Context: an optimization exercise on an open-source flow, tuned for small area. The choices shown serve that exercise and are no tape-out recipe.
Function was checked by simulation only, so behaviour that the tests miss may differ from the original.

[design/flow/run.sh]
#!/bin/bash
# synth_recipe.tcl (not shown) runs the flow's synth.tcl, then flattens the netlist and writes it again
# the make line also repeats each setting of config.mk as NAME=value (left out here)
make -C /OpenROAD-flow-scripts/flow DESIGN_CONFIG=/design/flow/config.mk WORK_HOME=/design/flow/orfs CLKGATE_MAP_FILE= SYNTH_SCRIPT=/design/flow/synth_recipe.tcl finish
[design/flow/config.mk]
export PLATFORM = sky130hd
export DESIGN_NAME = RISC_16
export DESIGN_NICKNAME = RISC_16
export VERILOG_FILES = /design/flow/design.v
export SDC_FILE = /design/flow/constraint.sdc
export NUM_CORES = 4
export LEC_CHECK = 0
export CAP_MARGIN = 20
export CORE_MARGIN = 2
export CORE_UTILIZATION = 40
export SLEW_MARGIN = 20
[design/flow/constraint.sdc]
create_clock -name core_clock -period 70.0 [get_ports {clk}]
set_input_delay 14.0000 -clock core_clock [delete_from_list [all_inputs] [get_ports {clk}]]
set_output_delay 14.0000 -clock core_clock [all_outputs]
set_load 0.01 [all_outputs]
[design/flow/design.v]
module ALU(
	input 			[15:0]	a,
	input 			[15:0]	b,
	input 			[3:0] 	opcode,
	output	reg 	[15:0]	out
);
always @(a, b, opcode) begin
	case (opcode)
		4'b0000: out <= b;			 
		4'b0001: out <= a + b;
		4'b0010: out <= a * b;
		4'b0011: out <= (b == 16'd0) ? 16'hFFFF : a / b;	 
		4'b0100: out <= a > b;
		4'b0101: out <= a == b;
		4'b0110: out <= a >> b;
		4'b0111: out <= a << b;
		4'b1000: out <= a - b;
		4'b1001: out <= a >>> b;	 
		4'b1010: out <= ~a;
		4'b1011: out <= a < b;		
		4'b1100: out <= a & b;		 
		4'b1101: out <= a | b;		 
		4'b1110: out <= a ^ b;		 
		4'b1111: out <= 16'd0;		 
		default: out <= 16'd0;
	endcase
end
endmodule 
module Mux_2(
	input 	 		select,
	input [15:0] 	a,
	input [15:0] 	b,
	output [15:0] 	out
);
assign out = select? b : a;
endmodule 
module Sign_ext_8(
	input 	[7:0] 	a,
	output 	[15:0] 	out
);
assign out = {{8{a[7]}}, a};
endmodule 
module Reg(
	input 						enable,
	input 						clk,
	input 						rst,
	input 			[15:0] 	D,
	output 	reg	[15:0] 	Q
);
always @(posedge clk) begin
	if (rst) Q <= 16'd0;
	else case (enable)
		1'b1:		Q <= D;
		1'b0:		Q <= Q;
		default: Q <= Q;
	endcase
end
endmodule 
module Register_file(
	input							clk,
	input							rst,
	input 						read_enable,
	input							write_enable,
	input 			[3:0]		reg1,
	input				[3:0]		reg2,
	input				[15:0] 	in_data,
	output	reg	[15:0]	out_data1,
	output	reg	[15:0]	out_data2
);
	reg [15:0]	enable;
	wire [15:0] r_out [0:15];
	Reg r0 (.enable(enable[0]), .clk(clk), .rst(rst), .D(in_data), .Q(r_out[0]));
	Reg r1 (.enable(enable[1]), .clk(clk), .rst(rst), .D(in_data), .Q(r_out[1]));
	Reg r2 (.enable(enable[2]), .clk(clk), .rst(rst), .D(in_data), .Q(r_out[2]));
	Reg r3 (.enable(enable[3]), .clk(clk), .rst(rst), .D(in_data), .Q(r_out[3]));
	Reg r4 (.enable(enable[4]), .clk(clk), .rst(rst), .D(in_data), .Q(r_out[4]));
	Reg r5 (.enable(enable[5]), .clk(clk), .rst(rst), .D(in_data), .Q(r_out[5]));
	Reg r6 (.enable(enable[6]), .clk(clk), .rst(rst), .D(in_data), .Q(r_out[6]));
	Reg r7 (.enable(enable[7]), .clk(clk), .rst(rst), .D(in_data), .Q(r_out[7]));
	Reg r8 (.enable(enable[8]), .clk(clk), .rst(rst), .D(in_data), .Q(r_out[8]));
	Reg r9 (.enable(enable[9]), .clk(clk), .rst(rst), .D(in_data), .Q(r_out[9]));
	Reg r10 (.enable(enable[10]), .clk(clk), .rst(rst), .D(in_data), .Q(r_out[10]));
	Reg r11 (.enable(enable[11]), .clk(clk), .rst(rst), .D(in_data), .Q(r_out[11]));
	Reg r12 (.enable(enable[12]), .clk(clk), .rst(rst), .D(in_data), .Q(r_out[12]));
	Reg r13 (.enable(enable[13]), .clk(clk), .rst(rst), .D(in_data), .Q(r_out[13]));
	Reg r14 (.enable(enable[14]), .clk(clk), .rst(rst), .D(in_data), .Q(r_out[14]));
	Reg r15 (.enable(enable[15]), .clk(clk), .rst(rst), .D(in_data), .Q(r_out[15]));
always @(*) begin
	case (read_enable)
		1'b1:	begin
			out_data1 = r_out[reg1];
			out_data2 = r_out[reg2];
		end
		default: begin
			out_data1 = 16'd0;
			out_data2 = 16'd0;
		end
	endcase
	case (write_enable)
		1'b1: enable = 16'd1 << reg1;
		default: enable = 16'd0;
	endcase
end
endmodule
module PC_counter(
	input 						replace,		 
	input 						increment,	 
	input 						add,			 
	input 						clk,
	input 						rst,
	input 			[15:0] 	D,
	output 	reg	[15:0] 	Q
);
always @(posedge clk) begin
	if (rst) begin
		Q <= 16'd0;
	end else if (replace) begin
		Q <= D;
	end else if (increment) begin
		Q <= Q + 1'b1;
	end else if (add) begin
		Q <= Q + D;
	end
end
endmodule 
module tick_FSM(
	input					clk,
	input					rst,
	output reg	[4:0]	tick
);
always @(posedge clk) begin
	if (rst) tick <= 5'b10000;
	else case (tick)
		5'b10000: 	tick <= 5'b01000;		 
		5'b01000: 	tick <= 5'b00100;		 
		5'b00100: 	tick <= 5'b00010;		 
		5'b00010: 	tick <= 5'b00001;		 
		5'b00001: 	tick <= 5'b10000;		 
		default: 	tick <= 5'b10000;
	endcase
end
endmodule 
module Control_unit(
	input 						clk,
	input 						rst,
	input							enable,
	input 			[15:0] 	instruction,
	input				[4:0]		tick,
	input 			[15:0]	alu_out,
	output			[3:0]		Reg_a,
	output			[3:0] 	Reg_b,
	output 			[7:0] 	Sign_ext_in,
	output	reg				Reg_r_enable,
	output	reg				Reg_w_enable,
	output 	reg				ALU_mux,				 
	output	reg				Sign_mux,			 
	output 	reg				write_data_mux,
	output 	reg				disp_enable,
	output 	reg	[2:0] 	PC_enables,
	output	reg	[3:0] 	ALU_op
);
assign Reg_a = instruction[11:8];
assign Reg_b = instruction[7:4];
assign Sign_ext_in = instruction[7:0];
reg				Reg_r_enable_q, Reg_w_enable_q, ALU_mux_q, Sign_mux_q, write_data_mux_q, disp_enable_q;
reg		[2:0]	PC_enables_q;
reg		[3:0]	ALU_op_q;
always @(posedge clk) begin
	if (rst) begin
		Reg_r_enable_q <= 1'b0;
		Reg_w_enable_q <= 1'b0;
		ALU_mux_q <= 1'b0;
		Sign_mux_q <= 1'b0;
		write_data_mux_q <= 1'b0;
		disp_enable_q <= 1'b0;
		PC_enables_q <= 3'b0;
		ALU_op_q <= 4'b0;
	end else begin
		Reg_r_enable_q <= Reg_r_enable;
		Reg_w_enable_q <= Reg_w_enable;
		ALU_mux_q <= ALU_mux;
		Sign_mux_q <= Sign_mux;
		write_data_mux_q <= write_data_mux;
		disp_enable_q <= disp_enable;
		PC_enables_q <= PC_enables;
		ALU_op_q <= ALU_op;
	end
end
always @(*) begin
	Reg_r_enable = Reg_r_enable_q;
	Reg_w_enable = Reg_w_enable_q;
	ALU_mux = ALU_mux_q;
	Sign_mux = Sign_mux_q;
	write_data_mux = write_data_mux_q;
	disp_enable = disp_enable_q;
	PC_enables = PC_enables_q;
	ALU_op = ALU_op_q;
	case (enable)
		1'b1: begin
			case (tick)
				5'b10000: begin
					Reg_w_enable = 1'b0;
					disp_enable = 1'b0;
					case (instruction[15:12])
						4'b0000: begin
						end
						4'b1111: begin
						end
						default: begin
						end
					endcase
				end
				5'b01000: begin
					Sign_mux = 1'b1;
					case (instruction[15:12])
						4'b0000: begin
							Reg_r_enable = 1'b1;
						end
						4'b1111: begin
						end
						default: begin
							Reg_r_enable = 1'b1;
						end
					endcase
				end
				5'b00100: begin
					Reg_r_enable = 1'b0;
					case (instruction[15:12])
						4'b0000: begin
							ALU_mux = 1'b0;					 
							ALU_op = instruction[3:0];		 
						end
						4'b1111: begin
						end
						default: begin
							ALU_mux = 1'b1;		 
							case (instruction[15:12])
								4'b0001: ALU_op = 4'b0001;	 
								4'b0010: ALU_op = 4'b0000;	 
								4'b0011: ALU_op = 4'b1100;	 
								4'b0100: ALU_op = 4'b1101;	 
								4'b0101: ALU_op = 4'b1110;	 
								4'b0110: ALU_op = 4'b0111;	 
								4'b0111: ALU_op = 4'b0110;	 
								4'b1000: ALU_op = 4'b1001;	 
								4'b1001: ALU_op = 4'b1010;	 
								4'b1010: begin 					 
									Sign_mux = 1'b0;
									ALU_op = 4'b0101;
								end
								4'b1011: begin						 
									Sign_mux = 1'b0;
									ALU_op = 4'b0100;	
								end
								4'b1100: begin						 
									Sign_mux = 1'b0;
									ALU_op = 4'b1011;	
								end
								4'b1101: ;	 
								4'b1110: ;	 
								default: ALU_op = 4'b0000;
							endcase
						end
					endcase
				end
				5'b00010: begin
					case (instruction[15:12])
						4'b0000: begin
						end
						4'b1111: begin
						end
						default: begin
						end
					endcase
				end
				5'b00001: begin
					case (instruction[15:12])
						4'b0000: begin
							write_data_mux = 1'b0;
							Reg_w_enable = 1'b1;
							PC_enables = 3'b010;
						end
						4'b1111: begin
						end
						default: begin
							case (instruction[15:12])
								4'b1001: disp_enable = 1'b1;	 
								4'b1010: begin 					 
									PC_enables = alu_out[0]? 3'b100 : 3'b010;
								end
								4'b1011: begin						 
									PC_enables = alu_out[0]? 3'b100 : 3'b010;
								end
								4'b1100: begin						 
									PC_enables = alu_out[0]? 3'b100 : 3'b010;
								end
								4'b1101: ;	 
								4'b1110: ;	 
								default: begin
									write_data_mux = 1'b0;
									Reg_w_enable = 1'b1;
									PC_enables = 3'b010;
								end
							endcase
						end
					endcase
				end
				default: begin	 
				end
			endcase
		end
		default: begin
			Reg_r_enable = 1'b0;
			Reg_w_enable = 1'b0;
			ALU_op = 4'b0;
		end
	endcase
end
endmodule 
module RISC_16(
	output	[15:0]		t_alu_in1, 
	output	[15:0]		t_alu_in2,
	output	[15:0]		t_alu_out,
	input 				clk,
	input 				rst,			 
	input 				enable,
	input 	[15:0] 	instruction,
	output 	[4:0] 	tick_out,
	output 	[15:0] 	display
);
assign 	t_alu_in1 = alu_in1; 
assign	t_alu_in2 = alu_in2;
assign 	t_alu_out = alu_out;
wire 	[15:0] 	alu_out;
wire 	[3:0]		reg_a, reg_b;
wire 	[3:0] 	alu_op;
wire	[2:0]		pc_enables;
wire 				reg_r_enable, reg_w_enable, alu_mux, w_data_mux, sign_mux, disp_enable; 
wire 	[15:0] 	alu_in1, alu_in2, reg_in1, reg_in2, reg_out2, reg_data_in, sign_out, sign_mux_out, pc_out;
wire 	[7:0] 	sign_in;
wire	[4:0]		tick;
assign tick_out = tick;
Control_unit C0 (
	.clk(clk),
	.rst(rst),
	.enable(enable),
	.instruction(instruction),
	.tick(tick),
	.alu_out(alu_out),
	.Reg_a(reg_a),
	.Reg_b(reg_b),
	.Sign_ext_in(sign_in),
	.Reg_r_enable(reg_r_enable),
	.Reg_w_enable(reg_w_enable),
	.ALU_mux(alu_mux),
	.Sign_mux(sign_mux),
	.write_data_mux(w_data_mux),
	.disp_enable(disp_enable),
	.PC_enables(pc_enables),
	.ALU_op(alu_op)
);
Register_file R0 (
	.clk(clk),
	.rst(rst),
	.read_enable(reg_r_enable),
	.write_enable(reg_w_enable),
	.reg1(reg_a),
	.reg2(reg_b),
	.in_data(reg_data_in),
	.out_data1(alu_in1),
	.out_data2(reg_out2)
);
PC_counter PC(
	.replace(pc_enables[0]),
	.increment(pc_enables[1]),
	.add(pc_enables[2]),
	.clk(clk),
	.rst(rst),
	.D(sign_out),
	.Q(pc_out)
);
ALU Alu (
	.a(alu_in1),
	.b(alu_in2),
	.opcode(alu_op),
	.out(alu_out)
);
tick_FSM Tick (
	.clk(clk),
	.rst(rst),
	.tick(tick)
);
Mux_2 ALU_mux (
	.select(alu_mux),
	.a(reg_out2),
	.b(sign_mux_out),
	.out(alu_in2)
);
Mux_2 Write_data_mux (
	.select(w_data_mux),
	.a(alu_out),
	.b(alu_out),		 
	.out(reg_data_in)
);
Mux_2 Sign_ext_mux(
	.select(sign_mux),
	.a(16'd0),
	.b(sign_out),		
	.out(sign_mux_out)
);
Sign_ext_8 sign_x (
	.a(sign_in),
	.out(sign_out)
);
Reg disp_register(
	.enable(disp_enable),
	.clk(clk),
	.rst(rst),
	.D(~alu_out),
	.Q(display)			 
);
endmodule 
==> summary.txt <==
Yosys cell counts, types with 37 or more instances:
library cell	instances
nor2_1	312
fa_1	82
mux2i_1	69
nor2b_1	63
a211oi_1	42
a21o_1	37
mux2_2	66
nand3b_1	102
o22ai_1	42
dfxtp_1	286
xnor2_1	66
clkbuf_1	156
a31oi_1	41
o21a_1	52
nand2_1	533
inv_1	210
nand2b_1	39
a22o_1	51
nor3_1	86
buf_2	45
nand3_1	63
a22oi_1	51
ha_1	237
or3_1	41
a21oi_1	280
o21ai_0	245
a221oi_1	42
kinds of logic after synthesis:
| group | share of synthesized area [%] |
|---|---|
| AND/OR/NAND/NOR | 23.4 |
| multiplexers | 5.59 |
| flip-flops | 19.2 |
| adder cells (fa/ha/maj) | 15.5 |
| AO/OA/AOI/OAI | 26.4 |
| buffers and inverters | 6.80 |
| XOR/XNOR | 3.10 |
worst max-delay path, delay by kind of cell:
family | cells | cell delay, ns
buffers and inverters | 11 | 3.48
AOI/OAI and AO/OA | 88 | 19.29
adders and majority gates | 15 | 4.55
and+or+nand+nor | 41 | 10.80
muxes | 2 | 0.73
layout make-up:
class                   count  area [sq um]
diodes                      2          5.00
clock buffers              38           830
well taps                 969          1210
clock inverters            15           174
repair buffers            214          1840
flip-flops and latches    286          5730
fillers                  7583         41300
multi-input cells        3158         22200
inverters                 220           826
final timing paths:
| kind | end | cells after the start | startpoint |
|---|---|---|---|
| hold reg to reg | R0.r8.Q[6] | 2 | R0.r8.Q[6] |
| setup / recovery | t_alu_out[0] | 157 | instruction[7] |
| setup reg to reg | R0.r10.Q[0] | 156 | Tick.tick[1] |
| hold / removal | R0.r8.Q[6] | 2 | R0.r8.Q[6] |
metal layers:
layer	global-route usage [%]	part of all wire (%)	vias up
met4	23.9	8.0	8
met5	0	0.061	-
met1	45.8	39	15100
met3	7.43	10	558
li1	-	-	14200
met2	56.5	43	2116
==> metrics.md <==
| Metric | Value |
|---|---|
| Outcome | `finished clean` |
| Pre-Repair DR Iteration Count | `6` |
| Vias/cell | `6.52` |
| Post-Route Utilization | `approximately 44%` |
| Largest net degree at the start of global routing | `around 110` |
| Fin crit period | `roughly 67 ns` |
| Via count | `between 30000 and 40000` |
| CP Capture Type | `output port` |
| Synth top area cells | `dfxtp_1 (19%), ha_1 (10%), nand2_1 (6.7%)` |
| Layout area overhead | `10.1%` |
| CP required | `approximately 56 ns` |
| Worst-Margin Slew | `approximately 1.2 ns` |
| Synth Cell Area | `between 0.02 and 0.03 sq mm` |
| Postcts setup bufs | `0` |
| Clk Latency, worst-skew pair | `approximately 0.61 ns` |
| Clk_skew | `roughly 0.039 ns` |
| Std-Cell Rows | `100` |
| Unrepaired setup endpoints after global routing | `false` |
| Arr. time, crit path | `approximately 53 ns` |
| CTS tree | `built` |
| Finished Cell Area | `approximately 0.033 sq mm` |
| First-pass GRT wire length | `around 210000 um` |
| Synthesized flop and latch total | `roughly 290` |
| Critical Path Max Stage Delay | `0.90 ns` |
| Post-cts resize count | `0` |
| Post-Syn Instances | `around 4000` |
| Yosys top cell area share | `between 10% and 20%` |
| Post-place setup slack | `around 3.9 ns` |
| Syn. warnings | `6` |
| Number of nets in the layout | `4247` |
| Slew Limit Fails | `0` |
| Routed len/inst | `around 30 um` |
| Vias in the first global route | `roughly 30000` |
| Finish-stage setup viols | `0` |
| Post-detail-place hpwl | `approximately 110000 um` |
| Max frequency | `approximately 0.015 GHz` |
| Core ar. | `roughly 0.074 sq mm` |
| Crit-path slowest cell | `nor2_1` |
| CTS Buffer Depth | `3` |
| CTS H-tree depth | `1` |
| Top-Level Pins | `around 90` |
| Worst Setup Start Kind | `input port` |
| Starting density of the core | `40.2%` |
| Total grt overflow | `0` |
| Cts hold-fix bufs | `0` |
| IO Port Bufs | `87` |
| Post-route setup slack | `between 3 and 4 ns` |
| HP Class | `flip-flop to flip-flop` |
| Library cells used by synthesis | `112` |
| Final Non-Filler Cells | `4902` |
| Post-synth EDFFs | `0` |
| Placed Cells incl. Taps | `~4800` |
| Num CTS Buffers | `29` |
| All-layer global routing usage | `a little over a third` |
| R2R Setup Slk | `around 32 ns` |
| Clock slew at reported path FFs | `0.06 ns` |
| Root buf cell | `clkbuf_16` |
| Most frequent cells in the layout | `nand2_1 (533), nor2_1 (312), dfxtp_1 (286)` |
| Post-route ant nets | `0` |
| Antenna violations before repair | `6` |
| Slew HR | `around a fifth` |
| Initial DRC count | `4495` |
| Die Y | `between 200 and 300 um` |
| Final setup TNS | `0 ns` |
| Crit share post-route | `a little over nine tenths` |
| Synth Flop Type | `dfxtp_1` |
| DRC Markers | `0` |
| Async set-reset flop share out of synthesis | `0%` |
| Commonest non-fill, non-tap cell in the layout | `nand2_1` |
| Mean area per synthesized cell | `7.60 sq um` |
| Post-Syn Nets | `roughly 4300` |
| GPL Wtd Cong | `around 1.1` |
| Synth area leader | `dfxtp_1` |
| DIE AREA | `approximately 0.077 sq mm` |
| Clk sinks | `286` |
| Min Hold Slack | `around 0.47 ns` |
| Register area share after synthesis | `roughly 19%` |
| Crit-path most repeated cell | `o21a_1` |
| Crit Path Max Fanout | `40` |
| WL final | `about 140000 um` |
| Die W | `~280 um` |
| Dpl cell area | `approximately 0.032 sq mm` |
| MaxCap Viol Count | `0` |
| Hold Vio Cnt, Final | `0` |
| Share of cells above drive strength 1 | `a little under a tenth` |
| Critical path class | `input port to output port` |

==> separate check: timing with driven ports <==
The flow's constraints put no driver on any port. The routed layout listed below was extracted and timed again, unchanged, in two steps. Step 1 assumes that a clkbuf_16 drives the clock port and a buf_2 every other input. Step 2 adds t to the input delays and takes it off the output delays; t is the mean of the earliest and latest rising clock arrival at the registers after step 1. Input paths then give back, and output paths get back, about the clock's delay inside the block. Three values: no drivers, after step 1, after step 2; two values: the first two.
t, ns: 0.641
setup slack, ns: 3.002 / 2.971 / 2.971
worst setup path at the end: input to output
clock arrival spread, ns: 0.039 / 0.039
After both steps setup and hold are still met in this run. The setup slack of this run moves by -0.031 ns with the drivers and by -0.031 ns with both steps.
